Background: an optimization exercise with open tools, aiming at small area, a short achievable clock period and few clock cycles per item. Do not read the settings as production practice.
RTL that was checked went through simulation tests only; none was proved equivalent to the original.
Power and IR drop assume default switching activity.

## run 1
## divider
module divider #
(
    parameter   [16:0] REGMASK = (17'b1_1111_1111_1111_1110)
)(
    input           i_rstn          ,
    input           i_sclk          ,
    input           i_input_valid   ,
    input   [15:0]  i_dividend      ,
    input   [15:0]  i_divisor       ,
    output          o_output_valid  ,
    output  [15:0]  o_quotient      ,
    output  [15:0]  o_remainder
);
Size: roughly 1800 cells after synthesis, roughly 68 I/O pins, roughly 21000 um^2 of cells after synthesis.
==> flow/config.mk <==
export PLATFORM = sky130hd
export DESIGN_NAME = divider
export DESIGN_NICKNAME = divider
export VERILOG_FILES = /design/flow/design.v
export SDC_FILE = /design/flow/constraint.sdc
export NUM_CORES = 4
export LEC_CHECK = 0
export ABC_CLOCK_PERIOD_IN_PS = 1000
export CAP_MARGIN = 20
export CORE_MARGIN = 2
export CORE_UTILIZATION = 45
export PLACE_DENSITY = 0.6
export SETUP_SLACK_MARGIN = 3.4
export SLEW_MARGIN = 20
==> flow/constraint.sdc <==
create_clock -name core_clock -period 5.5 [get_ports {i_sclk}]
set_input_delay 1.1000 -clock core_clock [delete_from_list [all_inputs] [get_ports {i_sclk}]]
set_output_delay 1.1000 -clock core_clock [all_outputs]
set_load 0.01 [all_outputs]
standard.sh (not shown) runs the stock make flow with config.mk's settings and CLKGATE_MAP_FILE= SYNTH_SCRIPT=/design/flow/synth_recipe.tcl, a recipe that flattens the netlist after the stock synthesis.
==> flow/flow/run.sh <==
#!/bin/bash
# Standard synthesis, unchanged; then the standard layout with port buffers
# that the resizer may resize (no footprint matching).
set -e
bash standard.sh synth > synth.log 2>&1
bash standard.sh MATCH_CELL_FOOTPRINT=0 "BUFFER_PORTS_ARGS=-buffer_cell sky130_fd_sc_hd__buf_4" finish > layout.log 2>&1
No stage failed in run 1, and the final checks on the layout all came back clean.
Testbench counts of run 1, summed over its fixed seeds: cycles 16,128, items 16,000.
Here is what was changed in the inputs of run 2 compared with run 1.
Settings: ABC_CLOCK_PERIOD_IN_PS changed from 1000 to 2600; SETUP_SLACK_MARGIN changed from 3.4 to 2.9.
==> flow/run.sh (new file) <==
#!/bin/bash
# synth_recipe.tcl (not shown) runs the flow's synth.tcl, then flattens the netlist and writes it again
# the make line also repeats each setting of config.mk as NAME=value (left out here)
make -C /OpenROAD-flow-scripts/flow DESIGN_CONFIG=/design/flow/config.mk WORK_HOME=/design/flow/orfs CLKGATE_MAP_FILE= SYNTH_SCRIPT=/design/flow/synth_recipe.tcl finish
removed: flow/flow/run.sh
removed: flow/standard.sh
Findings:
In run 2 the total iterations of the first detailed-routing run turned out 1 lower than in run 1. In run 2, count of clock-buffer cells in the layout is higher than in run 1. On smallest hold slack, run 2 tracks run 1 almost exactly. Run 1 ended up with stage[13].pipe.r_aq[15] as its origin of the worst setup path; run 2 ended up with stage[15].pipe.r_aq[15].
#### Input delta (run 3 over run 2)
Settings: ABC_AREA newly set to 1; SETUP_SLACK_MARGIN changed from 2.9 to 3.0; ABC_CLOCK_PERIOD_IN_PS removed (was 2600).
==> flow/flow/run.sh (new file) <==
#!/bin/bash
# Standard synthesis, unchanged; then the standard layout with port buffers
# that the resizer may resize (no footprint matching).
set -e
bash standard.sh synth > synth.log 2>&1
bash standard.sh MATCH_CELL_FOOTPRINT=0 "BUFFER_PORTS_ARGS=-buffer_cell sky130_fd_sc_hd__buf_4" finish > layout.log 2>&1
==> flow/standard.sh (new file) <==
#!/bin/bash
# synth_recipe.tcl (not shown) runs the flow's synth.tcl, then flattens the netlist and writes it again
# the make line also repeats each setting of config.mk as NAME=value (left out here)
make -C /OpenROAD-flow-scripts/flow DESIGN_CONFIG=/design/flow/config.mk WORK_HOME=/design/flow/orfs CLKGATE_MAP_FILE= SYNTH_SCRIPT=/design/flow/synth_recipe.tcl "${@:-finish}"
removed: flow/run.sh
Notes after the runs:
For run 2 and run 3, there was not a single run that failed to finish clean.
Relative to run 2, mux cell area share after synthesis has gone down in run 3.
Diff run 2 -> run 3: post-synthesis to final-layout area growth saw a decrease; wire length of the first global-routing pass grew by about 18%.
Run 3 against run 2: die area rose by 3700 um^2; smallest setup slack after layout went up; register-to-register slack increased 0.44 ns.
Diff run 2 -> run 3: utilization now smaller; detailed-placement wirelength estimate now larger.
Inputs modified between run 3 and run 4:
Settings: ABC_CLOCK_PERIOD_IN_PS now 2000, previously not set.
### Flow results
- Reported for run 4 and run 3, design area turned out identical to the last digit.
- Between run 4 and run 3, the difference in sequential share of power is negligible.
- Between run 4 and run 3, the difference in synthesized cell count is negligible.
- As far as number of non-clock buffers in the layout goes, run 3 and run 4 are indistinguishable; the numbers are identical.
- Run 3 -> run 4: average cell area after synthesis delta 0, exact match
- Run 4 vs. run 3: placed instance count about even; number of enable-type register cells in the synthesized netlist was more or less identical.
- Re routed wire length: no difference whatsoever between run 3 and run 4.
- From run 3 to run 4 the numbers moved as follows: fraction of power consumed by the clock network flat, first-pass GRT wire length flat, overall power after layout flat.
[inputs] run 5 vs run 4
Settings: setting CTS_CLUSTER_DIAMETER to 80 for the first time; removing ABC_CLOCK_PERIOD_IN_PS (formerly 2000); setting CTS_CLUSTER_SIZE to 30 for the first time.
Findings:
Re relative contribution of combinational cells to total power: run 5 and run 4 aren't equal, and the higher value belongs to run 5. Run 5 -> run 4: count of input and output buffers delta 0, exact match. Delta (run 5 minus run 4): vertical die dimension saw little to no change, cell area -4.3%.

oak:
divider, a different RTL version from the one above (not shown whole).
For scale: about 540 flip-flops, roughly 68 I/O pins, about 18000 sq um of cells after synthesis.
==> flow/config.mk <==
export PLATFORM = sky130hd
export DESIGN_NAME = divider
export DESIGN_NICKNAME = divider
export VERILOG_FILES = /design/flow/design.v
export SDC_FILE = /design/flow/constraint.sdc
export NUM_CORES = 4
export LEC_CHECK = 0
export ABC_AREA = 1
export CAP_MARGIN = 20
export CORE_MARGIN = 2
export CORE_UTILIZATION = 40
export CTS_CLUSTER_DIAMETER = 80
export CTS_CLUSTER_SIZE = 30
export PLACE_DENSITY = 0.5
export SETUP_SLACK_MARGIN = 3.3
export SLEW_MARGIN = 20
==> flow/constraint.sdc <==
create_clock -name core_clock -period 5.5 [get_ports {i_sclk}]
set_input_delay 1.1000 -clock core_clock [delete_from_list [all_inputs] [get_ports {i_sclk}]]
set_output_delay 1.1000 -clock core_clock [all_outputs]
set_load 0.01 [all_outputs]
==> flow/flow/run.sh <==
#!/bin/bash
# Standard synthesis, unchanged; then the standard layout with port buffers
# that the resizer may resize (no footprint matching).
set -e
bash standard.sh synth > synth.log 2>&1
bash standard.sh MATCH_CELL_FOOTPRINT=0 "BUFFER_PORTS_ARGS=-buffer_cell sky130_fd_sc_hd__buf_4" finish > layout.log 2>&1
Testbench counts of oak, summed over its fixed seeds: cycles 16,104, items 16,000.
The following lists how pine was set up differently from oak:
# oak
export LEC_CHECK = 0
export ABC_AREA = 1
export CAP_MARGIN = 20
export CORE_MARGIN = 2
export CORE_UTILIZATION = 40
export CTS_CLUSTER_DIAMETER = 80
export CTS_CLUSTER_SIZE = 30
export PLACE_DENSITY = 0.5
export SETUP_SLACK_MARGIN = 3.3
export SLEW_MARGIN = 20
create_clock -name core_clock -period 5.5 [get_ports {i_sclk}]
# pine
export LEC_CHECK = 0
export ABC_AREA = 1
export CAP_MARGIN = 20
export CORE_MARGIN = 2
export CORE_UTILIZATION = 45
export CTS_CLUSTER_DIAMETER = 80
export CTS_CLUSTER_SIZE = 30
export PLACE_DENSITY = 0.6
export SETUP_SLACK_MARGIN = 3.3
export SLEW_MARGIN = 20
create_clock -name core_clock -period 5.5 [get_ports {i_sclk}]
==> flow/flow/run.sh <==
#!/bin/bash
# Standard synthesis, unchanged; then the standard layout with port buffers
# that the resizer may resize (no footprint matching): buf_4 on outputs,
# buf_2 on inputs. Each step's output goes to its own log here.
set -e
bash standard.sh synth > synth.log 2>&1
bash standard.sh MATCH_CELL_FOOTPRINT=0 "PRE_GLOBAL_PLACE_TCL=$PWD/flow/pre_gpl.tcl" finish > layout.log 2>&1
==> flow/flow/pre_gpl.tcl (new file) <==
# Output ports get a buf_4 each; the input ports then get a buf_2 each
# (global_place.tcl runs buffer_ports with BUFFER_PORTS_ARGS after this hook).
buffer_ports -outputs -buffer_cell sky130_fd_sc_hd__buf_4
set ::env(BUFFER_PORTS_ARGS) "-inputs -buffer_cell sky130_fd_sc_hd__buf_2"
- The final layout from pine, which completed every stage, passed the timing, design-rule and antenna checks at the end of the flow.
- Die area delta (pine − oak): favourable
- Compared with oak, in pine final area fell 3.3%, headroom to the max-slew limit stayed essentially flat.
- Lower register-to-register slack among pine and oak: pine
- pine against oak: non-clock buffer total of the final layout went down about 40%; proportion of layout cells with a drive suffix above 1 moved down; wire length of the first global-routing pass decreased by about 2.5% relative to the old numbers; total CTS buffers went down 4; combinational power went down.
- Summary — leakage power summed over all cells, pine relative to oak: lower, by about 3.4%.
For birch, these inputs were changed with respect to pine:
# pine
export LEC_CHECK = 0
export ABC_AREA = 1
export CAP_MARGIN = 20
export CORE_MARGIN = 2
export CORE_UTILIZATION = 45
export CTS_CLUSTER_DIAMETER = 80
export CTS_CLUSTER_SIZE = 30
export PLACE_DENSITY = 0.6
export SETUP_SLACK_MARGIN = 3.3
export SLEW_MARGIN = 20
create_clock -name core_clock -period 5.5 [get_ports {i_sclk}]
# birch
export LEC_CHECK = 0
export ABC_AREA = 1
export CAP_MARGIN = 20
export CORE_MARGIN = 2
export CORE_UTILIZATION = 50
export CTS_CLUSTER_DIAMETER = 80
export CTS_CLUSTER_SIZE = 30
export GPL_TIMING_DRIVEN = 0
export PLACE_DENSITY = 0.65
export SETUP_SLACK_MARGIN = 3.3
export SLEW_MARGIN = 20
create_clock -name core_clock -period 5.5 [get_ports {i_sclk}]
==> flow/flow/run.sh <==
#!/bin/bash
# Standard synthesis, unchanged; then the standard layout with port buffers
# that the resizer may resize (no footprint matching).
set -e
bash standard.sh synth > synth.log 2>&1
bash standard.sh MATCH_CELL_FOOTPRINT=0 "BUFFER_PORTS_ARGS=-buffer_cell sky130_fd_sc_hd__buf_4" finish > layout.log 2>&1
removed: flow/flow/pre_gpl.tcl
### Flow results
The required time of the critical path on pine is in line with that on birch.
Going from pine to birch, non-clock buffer count grew by more than half.
Looking at starting density of the core across pine and birch, the one that comes out higher is birch.
In the flow results for pine and birch, the area added between synthesis and finish is smaller on pine.
Changes in maple relative to birch:
# birch
export LEC_CHECK = 0
export ABC_AREA = 1
export CAP_MARGIN = 20
export CORE_MARGIN = 2
export CORE_UTILIZATION = 50
export CTS_CLUSTER_DIAMETER = 80
export CTS_CLUSTER_SIZE = 30
export GPL_TIMING_DRIVEN = 0
export PLACE_DENSITY = 0.65
export SETUP_SLACK_MARGIN = 3.3
export SLEW_MARGIN = 20
create_clock -name core_clock -period 5.5 [get_ports {i_sclk}]
# maple
export LEC_CHECK = 0
export ABC_AREA = 1
export CAP_MARGIN = 20
export CORE_MARGIN = 2
export CORE_UTILIZATION = 45
export CTS_CLUSTER_DIAMETER = 80
export CTS_CLUSTER_SIZE = 30
export GPL_TIMING_DRIVEN = 0
export PLACE_DENSITY = 0.6
export SETUP_SLACK_MARGIN = 3.3
export SLEW_MARGIN = 20
create_clock -name core_clock -period 5.5 [get_ports {i_sclk}]
==> run summary <==
Taking birch as the reference point, the global-route usage of maple falls by 1.5 points.
maple: routed wire length is 0.48% higher than what birch reported.
Compared maple vs birch, and detailed-placement wirelength estimate is down in maple.
In the reports for maple and birch, the larger total die area belongs to maple.
The ratio of cells with drive above 1 in the final layout of maple is higher than that of birch.
diff inputs: maple => cedar
# maple
export LEC_CHECK = 0
export ABC_AREA = 1
export CAP_MARGIN = 20
export CORE_MARGIN = 2
export CORE_UTILIZATION = 45
export CTS_CLUSTER_DIAMETER = 80
export CTS_CLUSTER_SIZE = 30
export GPL_TIMING_DRIVEN = 0
export PLACE_DENSITY = 0.6
export SETUP_SLACK_MARGIN = 3.3
export SLEW_MARGIN = 20
create_clock -name core_clock -period 5.5 [get_ports {i_sclk}]
# cedar
export LEC_CHECK = 0
export ABC_AREA = 1
export CAP_MARGIN = 5
export CORE_MARGIN = 2
export CORE_UTILIZATION = 45
export CTS_CLUSTER_DIAMETER = 80
export CTS_CLUSTER_SIZE = 30
export PLACE_DENSITY = 0.6
export SETUP_SLACK_MARGIN = 3.3
export SLEW_MARGIN = 5
create_clock -name core_clock -period 5.5 [get_ports {i_sclk}]
## What came out
- Taking maple as the reference, in cedar per-cell routed wire length lower; net switching power went up about 3.6%; post-layout worst setup margin ~0 delta; actual slew at the worst max-slew pin went up by 0.18 ns.
- On sequential standard cell area, maple and cedar are basically level.
- [compare] base=maple new=cedar: via count normalized by instance count held steady; routed wire length fell by about 1.2%.

lane 1:
Starting RTL as in the previous note.
clock: 5.5 ns
lec_check: 0
abc_area: 1
cap_margin: 20
core_margin: 2
core_utilization: 45
cts_cluster_diameter: 70
cts_cluster_size: 24
gpl_timing_driven: 0
place_density: 0.6
setup_slack_margin: 3.3
slew_margin: 20
==> flow/flow/run.sh <==
#!/bin/bash
# Standard synthesis, unchanged; then the standard layout with port buffers
# that the resizer may resize (no footprint matching).
set -e
bash standard.sh synth > synth.log 2>&1
bash standard.sh MATCH_CELL_FOOTPRINT=0 "BUFFER_PORTS_ARGS=-buffer_cell sky130_fd_sc_hd__buf_4" finish > layout.log 2>&1
Lane 1: full flow OK, the timing, design-rule and antenna checks passed
Testbench counts of lane 1, summed over its fixed seeds: cycles 16,104, items 16,000.
[inputs] lane 2 vs lane 1
Settings: CTS_CLUSTER_SIZE now 30, was 24; GPL_ROUTABILITY_DRIVEN now 0, previously not set; CTS_CLUSTER_DIAMETER now 80, was 70.
Results
- No run among lane 1 and lane 2 stopped early or left any final violation; all are clean.
- Re register bit total from synthesis: no difference whatsoever between lane 2 and lane 1.
- Lane 2 vs lane 1: clock skew up
- Against lane 1, lane 2 comes in about 13% lower on clock power.
- Route | lane 2 vs lane 1 | wire shorter in lane 2
- Lane 1 → lane 2: final non-filler cell total closely matched the old numbers; slew at the pin with the worst max-slew slack lost 0.024 ns; setup slack of the critical path after layout has increased.
- The fraction of standard cell area that is sequential of lane 2 is higher than that of lane 1.
- The lower cell area came out of lane 2.
- Going from lane 1 to lane 2, global-route usage now sits lower, amount of wire on met3 after detailed routing now sits higher.
The following lists how lane 3 was set up differently from lane 2:
Settings: clearing GPL_TIMING_DRIVEN, which used to be 0; swapping 3.3 for 3.36 in SETUP_SLACK_MARGIN; clearing GPL_ROUTABILITY_DRIVEN, which used to be 0.
--- outcome ---
- Comparing lane 3 against lane 2, there is no change at all in average footprint of a synthesized cell.
- Delta(core utilization, lane 3 - lane 2) > 0
- Lane 3 vs. lane 2: via count of the first global-routing pass went up 261; final worst-path cycle share held.
- Compared with lane 2, lane 3 shows combinational power higher by about 4.3%.
- Summary of lane 3 over lane 2: setup slack was more or less identical, count of buffers added by post-CTS timing repair for setup went up by 2.
- After synthesis and placement, the instance count of lane 3 is above that of lane 2.
- Going from lane 2 to lane 3, initial core utilization barely changed, fmax barely changed.
What lane 4 does differently from lane 3 at the input level:
Settings: swapping 0.6 for 0.7 in PLACE_DENSITY; swapping 45 for 55 in CORE_UTILIZATION; swapping 3.36 for 3.3 in SETUP_SLACK_MARGIN.
==> comparison <==
- Lane 4 was carried through to the last stage, and its layout satisfied the timing, design-rule and antenna checks.
- Having completed the whole flow, lane 3 delivered a layout that passed the timing, design-rule and antenna checks.
- In lane 4, number of fillers in the final layout is lower than in lane 3.
- The estimated power of lane 4 ends up lower than the estimate for lane 3.
- Lane 3 has a higher count of standard-cell rows than lane 4.

Another version of the RTL of divider (not shown whole).
Size: roughly 22,000 um2 of cells after synthesis.
==> flow/config.mk <==
export PLATFORM = sky130hd
export DESIGN_NAME = divider
export DESIGN_NICKNAME = divider
export VERILOG_FILES = /design/flow/design.v
export SDC_FILE = /design/flow/constraint.sdc
export NUM_CORES = 4
export LEC_CHECK = 0
export ABC_AREA = 1
export CAP_MARGIN = 20
export CORE_MARGIN = 2
export CORE_UTILIZATION = 45
export PLACE_DENSITY = 0.6
export SETUP_SLACK_MARGIN = 3.0
export SLEW_MARGIN = 20
==> flow/constraint.sdc <==
create_clock -name core_clock -period 5.5 [get_ports {i_sclk}]
set_input_delay 1.1000 -clock core_clock [delete_from_list [all_inputs] [get_ports {i_sclk}]]
set_output_delay 1.1000 -clock core_clock [all_outputs]
set_load 0.01 [all_outputs]
Scripts as last shown in full above: flow/flow/run.sh
Change:
CTS_CLUSTER_DIAMETER = 80   (was unset)
CTS_CLUSTER_SIZE = 30   (was unset)
After rerunning: The new run ran to the end with no violations. Hold slack gets better by 0.015 ns. Worst setup slack gets worse by 0.038 ns. Flip-flop and latch count stays the same. Final cell count went down slightly. Wire length went down slightly. Total power went down by about a fifth. Count of clock-buffer cells in the layout went down by 45. Synthesized area is unchanged. Critical path depth stays the same.
Function was not checked in any run of this note: the RTL went through the layout flow alone.

separate check: timing with driven ports:
In the flow no input, the clock included, has a driving cell. The finished layouts below were timed again as built, in two steps. Step 1 sets driving cells, clkbuf_16 on the clock port and buf_2 on the other inputs (assumed; they add their load-dependent delay and slew). Step 2 moves the port delays by t, midway between the first and last clock arrival at a register: inputs arrive t later, outputs are due t later. That takes back most of the time a late clock gives input paths. a / b / c = ideal / step 1 / step 2; a / b = the first two.
run	shift t [ns]	setup slack, ns	hold slack, ns	worst setup path at the end	worst slew at a driven data input, ns
run 1	0.644	2.879 / 2.879 / 2.879	0.316 / 0.316 / 0.316	register to register	0.04
run 2	0.653	2.878 / 2.878 / 2.878	0.313 / 0.313 / 0.313	register to register	0.04
run 3	0.639	3.306 / 3.249 / 3.295	0.320 / 0.320 / 0.320	input to register	0.05
run 4	0.639	3.306 / 3.249 / 3.295	0.320 / 0.320 / 0.320	input to register	0.05
run 5	0.621	3.296 / 3.267 / 3.296	0.321 / 0.321 / 0.321	register to register	0.05
oak	0.639	3.301 / 3.247 / 2.774	0.325 / 0.295 / 0.330	input to register	0.03
pine	0.615	3.288 / 3.322 / 2.708	0.323 / 0.323 / 0.323	input to register	0.04
birch	0.602	3.318 / 3.283 / 2.742	0.329 / 0.329 / 0.329	input to register	0.03
maple	0.608	3.324 / 3.275 / 2.789	0.326 / 0.323 / 0.326	input to register	0.05
cedar	0.623	3.325 / 3.275 / 2.873	0.327 / 0.313 / 0.327	input to register	0.05
lane 1	0.638	3.320 / 3.270 / 2.751	0.326 / 0.305 / 0.326	input to register	0.05
lane 2	0.608	3.324 / 3.275 / 2.789	0.326 / 0.323 / 0.326	input to register	0.05
lane 3	0.615	3.323 / 3.272 / 2.762	0.330 / 0.317 / 0.330	input to register	0.05
lane 4	0.604	3.330 / 3.280 / 2.769	0.326 / 0.326 / 0.326	input to register	0.04
the first run of note 4	0.670	3.244 / 3.209 / 2.640	0.302 / 0.270 / 0.307	input to register	0.03
the second run of note 4	0.655	3.206 / 3.206 / 2.633	0.318 / 0.289 / 0.325	input to register	0.03
After both steps every run listed still meets setup and hold. The setup slack of the first run of note 4, which loses most, moves by -0.035 ns with the drivers and by -0.604 ns with both steps.
